Background: an optimization exercise with open tools, aiming at a short achievable clock period and few clock cycles. Do not read the settings as production practice.
Function was checked by simulation only, so behaviour that the tests miss may differ from the original.
Power and IR drop assume default switching activity.

===== config.mk =====
export PLATFORM = sky130hd
export DESIGN_NAME = redirect_cpu
export DESIGN_NICKNAME = redirect_cpu
export VERILOG_FILES = /design/flow/design.v
export SDC_FILE = /design/flow/constraint.sdc
export NUM_CORES = 4
export LEC_CHECK = 0
export CAP_MARGIN = 20
export CORE_MARGIN = 2
export CORE_UTILIZATION = 40
export SLEW_MARGIN = 20

===== constraint.sdc =====
create_clock -name core_clock -period 11.0 [get_ports {clk}]
set_input_delay 2.2000 -clock core_clock [delete_from_list [all_inputs] [get_ports {clk}]]
set_output_delay 2.2000 -clock core_clock [all_outputs]
set_load 0.01 [all_outputs]

===== design.v =====
module rc_alu(X, Y, OP, R);
    input  [31:0] X, Y;
    input  [3:0]  OP;
    output reg [31:0] R;
    always @(*) begin
        case (OP)
            4'd0:  R = X << Y[4:0];
            4'd1:  R = $signed(X) >>> Y[4:0];
            4'd2:  R = X >> Y[4:0];
            4'd5:  R = X + Y;
            4'd6:  R = X - Y;
            4'd7:  R = X & Y;
            4'd8:  R = X | Y;
            4'd9:  R = X ^ Y;
            4'd10: R = ~(X | Y);
            4'd11: R = {31'b0, $signed(X) < $signed(Y)};
            4'd12: R = {31'b0, X < Y};
            default: R = 32'b0;
        endcase
    end
endmodule
module rc_rf(clk, rst, rA, rB, rW, WE, w, A, B);
    input clk, rst;
    input [4:0] rA, rB, rW;
    input WE;
    input [31:0] w;
    output [31:0] A, B;
    reg [31:0] data [1:31];
    integer i;
    always @(posedge clk) begin
        if (rst) begin
            for (i = 1; i < 32; i = i + 1) data[i] <= 32'b0;
        end else if (WE && rW != 5'd0) begin
            data[rW] <= w;
        end
    end
    assign A = (rA == 5'd0) ? 32'b0 : (WE && rW == rA) ? w : data[rA];
    assign B = (rB == 5'd0) ? 32'b0 : (WE && rW == rB) ? w : data[rB];
endmodule
module rc_bht(clk, rst, IFpc, IFpcchoose, IFnpc,
              upd, Expc, Exhit_taken, Exnpc, Expred);
    input clk, rst;
    input [31:0] IFpc;
    output reg IFpcchoose;
    output reg [31:0] IFnpc;
    input upd;             
    input [31:0] Expc;
    input Exhit_taken;     
    input [31:0] Exnpc;    
    input Expred;          
    reg        valid [0:7];
    reg [31:0] addr  [0:7];
    reg [31:0] prepc [0:7];
    reg [1:0]  prehis[0:7];
    reg [2:0]  victim;
    integer i;
    always @(*) begin
        IFpcchoose = 1'b0;
        IFnpc = 32'b0;
        for (i = 0; i < 8; i = i + 1)
            if (valid[i] && addr[i] == IFpc && prehis[i][1]) begin
                IFpcchoose = 1'b1;
                IFnpc = prepc[i];
            end
    end
    reg ex_found;
    reg [2:0] ex_idx;
    reg free_found;
    reg [2:0] free_idx;
    always @(*) begin
        ex_found = 1'b0; ex_idx = 3'd0;
        free_found = 1'b0; free_idx = 3'd0;
        for (i = 7; i >= 0; i = i - 1) begin
            if (valid[i] && addr[i] == Expc) begin ex_found = 1'b1; ex_idx = i[2:0]; end
            if (!valid[i]) begin free_found = 1'b1; free_idx = i[2:0]; end
        end
    end
    always @(posedge clk) begin
        if (rst) begin
            for (i = 0; i < 8; i = i + 1) begin
                valid[i] <= 1'b0;
                prehis[i] <= 2'b00;
            end
            victim <= 3'd0;
        end else if (upd) begin
            if (ex_found) begin
                if (Exhit_taken) begin
                    if (prehis[ex_idx] != 2'b11) prehis[ex_idx] <= prehis[ex_idx] + 2'b01;
                    prepc[ex_idx] <= Exnpc;
                end else begin
                    if (prehis[ex_idx] != 2'b00) prehis[ex_idx] <= prehis[ex_idx] - 2'b01;
                end
            end else if (Exhit_taken) begin
                if (free_found) begin
                    valid[free_idx]  <= 1'b1;
                    addr[free_idx]   <= Expc;
                    prepc[free_idx]  <= Exnpc;
                    prehis[free_idx] <= 2'b01;
                end else begin
                    addr[victim]   <= Expc;
                    prepc[victim]  <= Exnpc;
                    prehis[victim] <= 2'b01;
                    victim <= victim + 3'd1;
                end
            end
        end
    end
endmodule
module redirect_cpu(clk, rst, imem_addr, imem_rdata, dmem_addr, dmem_wdata, dmem_we,
                    dmem_rdata, sys_valid, sys_data, halted);
    input clk;
    input rst;
    output [9:0]  imem_addr;
    input  [31:0] imem_rdata;
    output [5:0]  dmem_addr;
    output [31:0] dmem_wdata;
    output        dmem_we;
    input  [31:0] dmem_rdata;
    output reg        sys_valid;
    output reg [31:0] sys_data;
    output reg        halted;
    reg  [31:0] pc;
    wire        bp_taken;
    wire [31:0] bp_target;
    wire [31:0] pc_plus4 = pc + 32'd4;
    assign imem_addr = pc[11:2];
    reg        d_valid;
    reg [31:0] d_ir, d_pc, d_pred_target;
    reg        d_pred;
    reg        e_valid;
    reg [31:0] e_pc, e_a, e_b, e_imm, e_pred_target;
    reg        e_pred;
    reg [4:0]  e_src1, e_src2, e_dest;
    reg [3:0]  e_aluop;
    reg        e_alusrcb, e_swap, e_wr, e_load, e_lbu, e_store, e_sys, e_lui, e_link;
    reg        e_beq, e_bne, e_bltz, e_j, e_jr;
    reg        m_valid;
    reg [31:0] m_result, m_sdata;
    reg [4:0]  m_dest;
    reg        m_wr, m_load, m_lbu, m_store;
    reg        w_valid;
    reg [31:0] w_result;
    reg [4:0]  w_dest;
    reg        w_wr;
    wire [5:0] op    = d_ir[31:26];
    wire [4:0] rs    = d_ir[25:21];
    wire [4:0] rt    = d_ir[20:16];
    wire [4:0] rd    = d_ir[15:11];
    wire [4:0] shamt = d_ir[10:6];
    wire [5:0] funct = d_ir[5:0];
    wire [15:0] imm  = d_ir[15:0];
    wire r_type  = (op == 6'h00);
    wire i_sll   = r_type && funct == 6'h00;
    wire i_srl   = r_type && funct == 6'h02;
    wire i_sra   = r_type && funct == 6'h03;
    wire i_srlv  = r_type && funct == 6'h06;
    wire i_jr    = r_type && funct == 6'h08;
    wire i_sys   = r_type && funct == 6'h0c;
    wire i_rarith = r_type && (funct == 6'h20 || funct == 6'h21 || funct == 6'h22 || funct == 6'h24 ||
                    funct == 6'h25 || funct == 6'h26 || funct == 6'h27 || funct == 6'h2a || funct == 6'h2b);
    wire i_bltz  = (op == 6'h01);
    wire i_j     = (op == 6'h02);
    wire i_jal   = (op == 6'h03);
    wire i_beq   = (op == 6'h04);
    wire i_bne   = (op == 6'h05);
    wire i_immse = (op == 6'h08 || op == 6'h09 || op == 6'h0a);
    wire i_immze = (op == 6'h0c || op == 6'h0d || op == 6'h0e);
    wire i_lui   = (op == 6'h0f);
    wire i_lw    = (op == 6'h23);
    wire i_lbu   = (op == 6'h24);
    wire i_sw    = (op == 6'h2b);
    reg [3:0] aluop;
    always @(*) begin
        if (r_type) begin
            case (funct)
                6'h00: aluop = 4'h0;
                6'h02: aluop = 4'h2;
                6'h03: aluop = 4'h1;
                6'h06: aluop = 4'h2;
                6'h20, 6'h21: aluop = 4'h5;
                6'h22: aluop = 4'h6;
                6'h24: aluop = 4'h7;
                6'h25: aluop = 4'h8;
                6'h26: aluop = 4'h9;
                6'h27: aluop = 4'ha;
                6'h2a: aluop = 4'hb;
                6'h2b: aluop = 4'hc;
                default: aluop = 4'h0;
            endcase
        end else begin
            case (op)
                6'h01: aluop = 4'hb;
                6'h04, 6'h05: aluop = 4'h9;
                6'h08, 6'h09, 6'h23, 6'h24, 6'h2b: aluop = 4'h5;
                6'h0a: aluop = 4'hb;
                6'h0c: aluop = 4'h7;
                6'h0d: aluop = 4'h8;
                6'h0e: aluop = 4'h9;
                default: aluop = 4'h0;
            endcase
        end
    end
    wire [31:0] immext = (i_sll || i_srl || i_sra) ? {27'b0, shamt} :
                         i_immse || i_lw || i_lbu || i_sw ? {{16{imm[15]}}, imm} :
                         i_immze ? {16'b0, imm} :
                         i_lui ? {imm, 16'b0} : 32'b0;
    wire alusrcb = i_sll || i_srl || i_sra || i_immse || i_immze || i_lw || i_lbu || i_sw;
    wire swap = i_sll || i_srl || i_sra || i_srlv;
    wire [4:0] src1 = i_sys ? 5'd2 : rs;
    wire [4:0] src2 = i_sys ? 5'd4 : rt;
    wire wr = i_sll || i_srl || i_sra || i_srlv || i_rarith || i_immse || i_immze || i_lui || i_lw || i_lbu || i_jal;
    wire [4:0] dest = i_jal ? 5'd31 : r_type ? rd : rt;
    wire [31:0] rf_a, rf_b;
    rc_rf RF_ins(.clk(clk), .rst(rst), .rA(src1), .rB(src2), .rW(w_dest), .WE(w_valid && w_wr),
                 .w(w_result), .A(rf_a), .B(rf_b));
    wire stall = d_valid && e_valid && e_load && e_dest != 5'd0 &&
                 (e_dest == src1 || e_dest == src2);
    wire fwd_m_a = m_valid && m_wr && m_dest != 5'd0 && m_dest == e_src1;
    wire fwd_w_a = w_valid && w_wr && w_dest != 5'd0 && w_dest == e_src1;
    wire fwd_m_b = m_valid && m_wr && m_dest != 5'd0 && m_dest == e_src2;
    wire fwd_w_b = w_valid && w_wr && w_dest != 5'd0 && w_dest == e_src2;
    wire [31:0] opa = fwd_m_a ? m_result : fwd_w_a ? w_result : e_a;
    wire [31:0] opb = fwd_m_b ? m_result : fwd_w_b ? w_result : e_b;
    wire [31:0] alux = e_swap ? opb : opa;
    wire [31:0] aluy = e_alusrcb ? e_imm : e_swap ? opa : opb;
    wire [31:0] alur;
    rc_alu ALU_ins(.X(alux), .Y(aluy), .OP(e_aluop), .R(alur));
    wire [31:0] e_pc4 = e_pc + 32'd4;
    wire [31:0] br_target = e_pc4 + {{14{e_imm[15]}}, e_imm[15:0], 2'b00};
    wire [31:0] j_target  = {e_pc[31:28], e_imm[25:0], 2'b00} - 32'h00003000;
    wire taken = e_valid && ((e_beq && opa == opb) || (e_bne && opa != opb) ||
                 (e_bltz && opa[31]) || e_j || e_jr);
    wire [31:0] ex_next = !taken ? e_pc4 : e_jr ? opa : (e_beq || e_bne || e_bltz) ? br_target : j_target;
    wire is_cti = e_beq || e_bne || e_bltz || e_j || e_jr;
    wire mispredict = e_valid && ((e_pred != taken) || (taken && e_pred_target != ex_next));
    wire do_halt = e_valid && e_sys && opa == 32'd50;
    wire redirect = mispredict || do_halt;
    wire [31:0] e_result = e_link ? e_pc4 : e_lui ? e_imm : alur;
    rc_bht BHT_ind(.clk(clk), .rst(rst), .IFpc(pc), .IFpcchoose(bp_taken), .IFnpc(bp_target),
                   .upd(e_valid && is_cti && !halted), .Expc(e_pc), .Exhit_taken(taken),
                   .Exnpc(ex_next), .Expred(e_pred));
    assign dmem_we    = m_valid && m_store;
    assign dmem_addr  = !m_valid ? 6'd0 : m_lbu ? m_result[7:2] : m_result[5:0];
    assign dmem_wdata = m_sdata;
    wire [31:0] lshift = dmem_rdata >> {m_result[1:0], 3'b000};
    wire [7:0] lbyte  = lshift[7:0];
    wire [31:0] m_final = m_lbu ? {24'b0, lbyte} : m_load ? dmem_rdata : m_result;
    always @(posedge clk) begin
        if (rst) begin
            pc <= 32'b0;
            d_valid <= 1'b0;
            d_ir <= 32'b0;
            e_valid <= 1'b0;
            m_valid <= 1'b0;
            w_valid <= 1'b0;
            halted <= 1'b0;
            sys_valid <= 1'b0;
        end else begin
            sys_valid <= e_valid && e_sys && !do_halt && !halted;
            sys_data  <= opb;
            if (do_halt) halted <= 1'b1;
            if (halted || do_halt) begin
                pc <= pc;
            end else if (mispredict) begin
                pc <= ex_next;
            end else if (!stall) begin
                pc <= bp_taken ? bp_target : pc_plus4;
            end
            if (halted || redirect) begin
                d_valid <= 1'b0;
            end else if (!stall) begin
                d_valid <= 1'b1;
                d_ir <= imem_rdata;
                d_pc <= pc;
                d_pred <= bp_taken;
                d_pred_target <= bp_target;
            end
            e_valid <= d_valid && !stall && !redirect && !halted;
            e_pc <= d_pc;
            e_a <= rf_a;
            e_b <= rf_b;
            e_imm <= (i_j || i_jal) ? {6'b0, d_ir[25:0]} : (i_beq || i_bne || i_bltz) ? {16'b0, imm} : immext;
            e_pred <= d_pred;
            e_pred_target <= d_pred_target;
            e_src1 <= src1;
            e_src2 <= src2;
            e_dest <= dest;
            e_aluop <= aluop;
            e_alusrcb <= alusrcb;
            e_swap <= swap;
            e_wr <= wr;
            e_load <= i_lw || i_lbu;
            e_lbu <= i_lbu;
            e_store <= i_sw;
            e_sys <= i_sys;
            e_lui <= i_lui;
            e_link <= i_jal;
            e_beq <= i_beq;
            e_bne <= i_bne;
            e_bltz <= i_bltz;
            e_j <= i_j || i_jal;
            e_jr <= i_jr;
            m_valid <= e_valid && !halted;
            m_result <= e_result;
            m_sdata <= opb;
            m_dest <= e_dest;
            m_wr <= e_wr;
            m_load <= e_load;
            m_lbu <= e_lbu;
            m_store <= e_store;
            w_valid <= m_valid;
            w_result <= m_final;
            w_dest <= m_dest;
            w_wr <= m_wr;
        end
    end
endmodule

===== run.sh =====
#!/bin/bash
# synth_recipe.tcl (not shown) runs the flow's synth.tcl, then flattens the netlist and writes it again
# the make line also repeats each setting of config.mk as NAME=value (left out here)
make -C /OpenROAD-flow-scripts/flow DESIGN_CONFIG=/design/flow/config.mk WORK_HOME=/design/flow/orfs CLKGATE_MAP_FILE= SYNTH_SCRIPT=/design/flow/synth_recipe.tcl finish

==> flow_summary.toml <==
[sta]
hold_violations = 0
clock_skew_ns = 0.08271
rsz0062_at_grt = "no"
fmax_mhz = 103.4
timing.hold.ws_ns = 0.4000
tns_ns = 0
slew_violations = 0
min_period_ns = 9.671
final-setup-viol-count = 0
worst_pin_slew_ns = 1.276
max_slew_margin_pct = 14.16
timing.final.crit_share_pct = 87.92

[detailed_routing]
vias = 95460
drt_drc_violations_left = 0
first_pass_iters = 14
routed_via_density = 6.404
drt-total-wl_um = 475400
ant_nets = 0
drt_iter0_drc = 14310
wire_per_inst_um = 31.89

[worst_setup_path]
path_max_fanout = 39
reg2reg_from = "w_dest[3]"
crit_arrival_ns = 10.46
end_kind = "flip-flop"
startpoint = "w_dest[3]"
crit_required_ns = 11.79
worstSetupPathType = "reg2reg"
crit_path_start_kind = "flip-flop"

[global_routing]
grt_start_max_net_pins = 125
grt_pass1_wl_um = 666900
track_usage_pct = 31.30
antenna_found_initial = 29
overflow = 0
grt_pass1_vias = 89900

[final_layout]
fin_cells = 14910
layout.nets = 11140
mostFrequentLayoutCells = "edfxtp_1, nand2_1, and2_1"
fin_util_pct = 45.05
post_route_cells_drive_above_1_share_pct = 10.04
area_growth_pct = 11.80
final_common_cell = "edfxtp_1"

[die]
chipHeight_um = 540.5
dieWidth_um = 540.5
dieArea_um2 = 292100
ios = 149
row_count = 196
coreArea_um2 = 285700
initial_utilization_pct = 40.30

[logic_synthesis]
synth-seq-cells = 2007
netlist_instances = 11180
syn-cell-area_um2 = 115100
yosysUniqueCellTypes = 98
synth_flop_cell = "edfxtp_1"
avgSynthCellArea_um2 = 10.30
async_reset_ff_share_pct = 0
synth-edff-count = 1922
ys_seq_area_share_pct = 51.61
yosysWarnings = 4

[pwr]
leakage_nw = 46.27
p_total_mw = 21.17
power_density_nw_per_um2 = 164.5
irDropWorstVdd_mv = 0.1325

[worst_hold_path]
hp-class = "reg2reg"
min_from = "d_pred_target[9]"

[clocking]
path_clk_slew_ns = 0.07
post_cts_buffers = 0
insertion_delay_ns = 0.94
numCtsBuffers = 224
cts.sinks = 2007
cts_hold_buf = 0
clockRootBuffer = "clkbuf_16"
clock_tree.buffer_depth = 4
cts_tree = "done"
htree_levels = 4
ctsResizeCount = 0

[placed_design]
gp_congestion = 1.031
place_hpwl_um = 306200
dp_cells = 14470
port_buffers = 148

[status]
status = "finished clean"

[job]
drv_cap = 0
-- sequential cells by signal, summed over array words and instances (netlist names), 8 cells and up, named ones only --
name	flops
d_ir	32
m_result	32
pc	32
e_a	32
w_result	32
RF_ins.data	1024
BHT_ind.prepc	256
BHT_ind.addr	256
e_imm	32
m_sdata	32
BHT_ind.valid	8
e_pred_target	32
d_pc	32
e_b	32
d_pred_target	32
BHT_ind.prehis	16
e_pc	32
-- through the flow --
stage / setup slack [ns] / cell area (um2)
CTS: 1.672 / 128500
floorplan: 2.672 / 115200
global route: 1.017 / 128700
global placement: 1.861 / 121000
detailed placement: 1.699 / 121100
finish: 1.329 / 128700
-- final timing paths --
path / to / slack, ns / depth (start not counted)
setup / recovery: flip-flop / 1.33 / 19
hold / removal: e_pred_target[9] / 0.40 / 0
setup reg to reg: flip-flop / 1.33 / 19
hold reg to reg: e_pred_target[9] / 0.40 / 0
-- worst max-delay path, stage by stage, from the launching register on --
cell and delay, ns:
edfxtp_1 0.56, or3_1 0.71, o311a_1 0.47, nand2_2 0.82
mux2i_1 0.54, a221o_1 0.25, a221oi_1 0.08, or4_1 0.60
nor4_1 0.50, nand4_1 0.74, nand3_1 1.02, a211oi_1 0.20
or3_4 0.44, a2111oi_4 0.33, nand4_2 0.23, a211oi_4 0.51
buf_4 0.57, mux2_2 0.40, a211o_1 0.32, o22ai_1 0.17
-- kinds of logic after synthesis --
family / count (synthesis) / synth area share, %
AND/OR/NAND/NOR: 4025 / 16.86
AO/OA/AOI/OAI: 2393 / 13.69
flip-flops: 2007 / 51.61
buffers and inverters: 1151 / 3.961
multiplexers: 792 / 7.232
XOR/XNOR: 676 / 5.143
adder cells (fa/ha/maj): 137 / 1.508
other: 1 / 0.003257
-- Yosys cell counts (all sizes together) (28+ instances only) --
library cell,n,share of area [%]
or3,34,0.19
a21o,39,0.25
o21ai,484,2.1
clkbuf,815,2.7
buf,175,0.78
nor2b,35,0.19
nor4,206,1.1
mux2i,564,4.9
a221o,63,0.55
a221oi,59,0.45
o211ai,82,0.54
xnor2,210,1.6
o32ai,71,0.54
nand4,59,0.34
dfxtp,85,1.5
o221ai,308,2.3
and2,1002,5.4
o21a,32,0.21
nand2,1438,4.7
a21oi,597,2.6
inv,158,0.52
mux2,220,2.2
xor2,466,3.5
nor3,194,0.86
a31oi,331,1.8
edfxtp,1922,50
and3,63,0.34
nand3,133,0.58
nor2,772,2.5
a211oi,98,0.65
ha,134,1.5
o22ai,28,0.15
-- layout make-up --
class                      count  area (um2)
sequential                  2007       59440
tap                         3762        4707
fill                       26300      157000
timing repair buffer         490        4225
antenna                       14       35.03
multi-input combinational   8055       52250
clock buffer                 271        5802
clock inverter               145        1618
inverter                     161       638.1
-- layer usage --
metal	vias up	GRT usage [%]	wire (um)
li1	40390	-	-
met1	47120	42.00	184900
met2	6585	46.04	200700
met3	1345	7.815	58400
met4	12	17.56	31350
met5	-	0	63
-- power by group --
part | internal (mW) | total [mW] | switching [mW]
sequential | 8.72 | 9.04 | 0.317
combinational | 1.27 | 4.36 | 3.08
clock | 4.47 | 7.78 | 3.30
Testbench counts, summed over its fixed seeds: cycles 196,258.

## port drivers added, routing unchanged
The flow's constraints put no driver on any port. The routed layout listed below was extracted and timed again, unchanged, in two steps.
Step 1 (the two cells are an assumption about what drives the block):
set clk [get_ports {clk}]
set_driving_cell -lib_cell sky130_fd_sc_hd__clkbuf_16 $clk
set_driving_cell -lib_cell sky130_fd_sc_hd__buf_2 [delete_from_list [all_inputs] $clk]
Step 2 times the ports against the registers' clock, not the clock port: input delays grow and output delays shrink by t, the midpoint of the rising clock arrivals with the driver on.
Slacks: ideal ports / drivers / drivers and shift; pairs: ideal ports / drivers.
shift t [ns]: 0.994
slack for setup (ns): 1.329 / 1.329 / 1.329
clock arrival spread, ns: 0.085 / 0.085
worst slew at a driven data input, ns: 0.28
After both steps setup and hold are still met in this run. For this run, drivers alone change the setup slack by 0.000 ns; drivers and shift together by 0.000 ns.
